From an optimization exercise on the open Yosys and OpenROAD flow, aimed at small area and a short achievable clock period; shortcuts taken in it are not production practice.
Where RTL was checked, it was by simulation tests only, not by an equivalence proof against the original.
The clock port is modelled as an ideal driver, which makes a skipped or thinned clock tree look cheaper than it is; a real chip needs a root buffer or a tree.
Power is estimated from default activity; no workload was simulated.

// fifo
module fifo(
    input         clk,
    input         rst,         
    input  [7:0]  data_in,
    input         w_en,
    input         r_en,
    output reg [7:0] data_out,
    output reg    full,
    output reg    empty
);
Size: ~380 flip-flops.
==> module fifo, before the edit <==
module fifo(
    input         clk,
    input         rst,         
    input  [7:0]  data_in,
    input         w_en,
    input         r_en,
    output reg [7:0] data_out,
    output reg    full,
    output reg    empty
);
    reg [7:0] mem [0:3][0:7];
    reg [3:0] wb;               
    reg [3:0] wbok;             
    reg [7:0] wr;               
    reg [3:0] rb;               
    reg [3:0] rbok;             
    reg [7:0] crow [0:3];       
    reg [3:0] cm;               
    reg [8:0] cq;               
    reg [7:0] cand [0:3];       
    reg [7:0] wd;               
    reg       byp;              
    reg       nfull, nempty;    
    reg       up_q, dn_q;       
    wire wok = w_en & nfull;
    wire rd  = r_en & nempty;
    genvar b, i;
    generate
        for (b = 0; b < 4; b = b + 1) begin : g_bank
            for (i = 0; i < 8; i = i + 1) begin : g_row
                always @(posedge clk)
                    if (w_en & wbok[b] & wr[i])
                        mem[b][i] <= data_in;
            end
            reg [7:0] sel;
            integer k;
            always @* begin
                sel = 8'b0;
                for (k = 0; k < 8; k = k + 1)
                    sel = sel | ({8{crow[b][k]}} & mem[b][k]);
            end
            always @(posedge clk)
                cand[b] <= sel;
            always @(posedge clk)
                if (!rst)
                    crow[b] <= 8'b1;
                else if (r_en & rbok[b])
                    crow[b] <= {crow[b][6:0], crow[b][7]};
        end
    endgenerate
    wire [3:0] hs = rb & {4{~byp}};
    wire [7:0] head = ({8{hs[0]}} & cand[0]) | ({8{hs[1]}} & cand[1])
                    | ({8{hs[2]}} & cand[2]) | ({8{hs[3]}} & cand[3])
                    | ({8{byp}} & wd);
    wire       one_n   = cq[0] & cm[1];
    wire       n31_n   = cq[7] & cm[3];
    wire       empty_n = ~w_en & (~nempty | (r_en & one_n));
    wire       full_n  = ~r_en & (~nfull | (w_en & n31_n));
    wire [3:0] wb_n    = wok ? {wb[2:0], wb[3]} : wb;
    wire [3:0] rb_n    = rd ? {rb[2:0], rb[3]} : rb;
    wire       up      = w_en & ~r_en & up_q;
    wire       dn      = r_en & (w_en ? ~nfull : dn_q);
    always @(posedge clk) begin
        wd  <= data_in;
        byp <= wok & (~nempty | (r_en & one_n));
    end
    always @(posedge clk) begin
        if (!rst) begin
            wb       <= 4'b1;
            wbok     <= 4'b1;
            wr       <= 8'b1;
            rb       <= 4'b1;
            rbok     <= 4'b0;
            cm       <= 4'b1;
            cq       <= 9'b1;
            up_q     <= 1'b0;
            dn_q     <= 1'b0;
            empty    <= 1'b1;
            full     <= 1'b0;
            nempty   <= 1'b0;
            nfull    <= 1'b1;
            data_out <= 8'b0;
        end else begin
            wb     <= wb_n;
            wbok   <= full_n ? 4'b0 : wb_n;
            if (w_en & wbok[3])
                wr <= {wr[6:0], wr[7]};
            rb     <= rb_n;
            rbok   <= empty_n ? 4'b0 : rb_n;
            if (rd)
                data_out <= head;
            if (up)
                cq <= {cq[7:0], 1'b0};
            else if (dn)
                cq <= {1'b0, cq[8:1]};
            case ({w_en, r_en})
                2'b10: begin
                    cm   <= nfull ? {cm[2:0], cm[3]} : cm;
                    up_q <= nfull & cm[2];
                    dn_q <= ~nfull | cm[3];
                end
                2'b01: begin
                    cm   <= nempty ? {cm[0], cm[3:1]} : cm;
                    up_q <= nempty & cm[0];
                    dn_q <= nempty & cm[1] & ~cq[0];
                end
                2'b11: begin
                    cm   <= ~nempty ? {cm[2:0], cm[3]} : (~nfull ? {cm[0], cm[3:1]} : cm);
                    up_q <= ~nfull | (nempty & up_q);
                    dn_q <= nempty & nfull & dn_q;
                end
                default: ;
            endcase
            empty  <= empty_n;
            full   <= full_n;
            nempty <= ~empty_n;
            nfull  <= ~full_n;
        end
    end
endmodule
==> flow/config.mk <==
export PLATFORM = sky130hd
export DESIGN_NAME = fifo
export DESIGN_NICKNAME = fifo
export VERILOG_FILES = /design/flow/design.v
export SDC_FILE = /design/flow/constraint.sdc
export NUM_CORES = 4
export LEC_CHECK = 0
export CAP_MARGIN = 20
export CORE_MARGIN = 2
export CORE_UTILIZATION = 65
export SETUP_SLACK_MARGIN = 1.15
export SLEW_MARGIN = 20
export TNS_END_PERCENT = 100
==> flow/constraint.sdc <==
create_clock -name core_clock -period 2.4 [get_ports {clk}]
set_input_delay 0.4800 -clock core_clock [delete_from_list [all_inputs] [get_ports {clk}]]
set_output_delay 0.4800 -clock core_clock [all_outputs]
set_load 0.01 [all_outputs]
standard.sh (not shown) runs the stock make flow with config.mk's settings and CLKGATE_MAP_FILE= SYNTH_SCRIPT=/design/flow/synth_recipe.tcl, a recipe that flattens the netlist after the stock synthesis.
==> flow/flow/run.sh <==
#!/bin/bash
set -euo pipefail
bash standard.sh finish PRE_CTS_TCL="$PWD/flow/my_cts.tcl" \
  BUFFER_PORTS_ARGS="-buffer_cell sky130_fd_sc_hd__buf_4" \
  MATCH_CELL_FOOTPRINT=0 > standard.log 2>&1
Other scripts of this flow, unchanged in this note and not shown: flow/flow/my_cts.tcl, flow/flow/my_cts_params.tcl
The starting point passed the timing, design-rule and antenna checks.
Then changed:
--- a/flow/design.v
+++ b/flow/design.v
@@ -50,16 +50,19 @@
     endgenerate
     wire [3:0] hs = rb & {4{~byp}};
     wire [7:0] head = ({8{hs[0]}} & cand[0]) | ({8{hs[1]}} & cand[1])
                     | ({8{hs[2]}} & cand[2]) | ({8{hs[3]}} & cand[3])
                     | ({8{byp}} & wd);
+    wire inc = w_en & (r_en ? ~nempty : nfull);
+    wire dec = r_en & (w_en ? ~nfull : nempty);
     wire       one_n   = cq[0] & cm[1];
     wire       n31_n   = cq[7] & cm[3];
     wire       empty_n = ~w_en & (~nempty | (r_en & one_n));
     wire       full_n  = ~r_en & (~nfull | (w_en & n31_n));
     wire [3:0] wb_n    = wok ? {wb[2:0], wb[3]} : wb;
     wire [3:0] rb_n    = rd ? {rb[2:0], rb[3]} : rb;
+    wire [3:0] cm_n    = inc ? {cm[2:0], cm[3]} : (dec ? {cm[0], cm[3:1]} : cm);
     wire       up      = w_en & ~r_en & up_q;
     wire       dn      = r_en & (w_en ? ~nfull : dn_q);
     always @(posedge clk) begin
         wd  <= data_in;
         byp <= wok & (~nempty | (r_en & one_n));
@@ -87,32 +90,17 @@
                 wr <= {wr[6:0], wr[7]};
             rb     <= rb_n;
             rbok   <= empty_n ? 4'b0 : rb_n;
             if (rd)
                 data_out <= head;
+            cm     <= cm_n;
             if (up)
                 cq <= {cq[7:0], 1'b0};
             else if (dn)
                 cq <= {1'b0, cq[8:1]};
-            case ({w_en, r_en})
-                2'b10: begin
-                    cm   <= nfull ? {cm[2:0], cm[3]} : cm;
-                    up_q <= nfull & cm[2];
-                    dn_q <= ~nfull | cm[3];
-                end
-                2'b01: begin
-                    cm   <= nempty ? {cm[0], cm[3:1]} : cm;
-                    up_q <= nempty & cm[0];
-                    dn_q <= nempty & cm[1] & ~cq[0];
-                end
-                2'b11: begin
-                    cm   <= ~nempty ? {cm[2:0], cm[3]} : (~nfull ? {cm[0], cm[3:1]} : cm);
-                    up_q <= ~nfull | (nempty & up_q);
-                    dn_q <= nempty & nfull & dn_q;
-                end
-                default: ;
-            endcase
+            up_q   <= cm_n[3] & ~full_n;
+            dn_q   <= cm_n[0] & ~empty_n;
             empty  <= empty_n;
             full   <= full_n;
             nempty <= ~empty_n;
             nfull  <= ~full_n;
         end
What happened:
- wire length decreases slightly
- fmax rises by a few percent
- register-to-register slack is about the same
- critical path depth climbs by 1
- sequential power hardly moves
- cell count decreases slightly
- sequential cell count stays the same
- combinational power goes up by a few percent
Function not checked in the first run of this note: the RTL went through the layout flow alone. In every run of this note, the design's own scripts or RTL, not TritonCTS, make the clock network.

port drivers added, routing unchanged:
The flow's constraints put no driver on any port. The routed layouts listed below were extracted and timed again, unchanged, in two steps.
Step 1: set_driving_cell puts a clkbuf_16 on clk and a buf_2 on each other input, an assumption about the parent block.
Step 2 moves the port delays by t, midway between the first and last clock arrival at a register: inputs arrive t later, outputs are due t later. That takes back most of the time a late clock gives input paths.
Slacks: ideal / step 1 / step 2; pairs: ideal / step 1.
run	t, ns	setup slack, ns	hold slack, ns	clock arrival spread, ns	slew at the worst register clock pin (ns)
the first run	0.406	1.091 / 1.010 / 0.733	0.443 / 0.365 / 0.456	0.056 / 0.056	0.10 / 0.10
the second run	0.421	1.163 / 1.055 / 0.770	0.455 / 0.368 / 0.458	0.091 / 0.092	0.09 / 0.09
After both steps setup and hold are still met in every run listed. For the second run, which loses most, drivers alone change the setup slack by -0.108 ns; drivers and shift together by -0.393 ns.
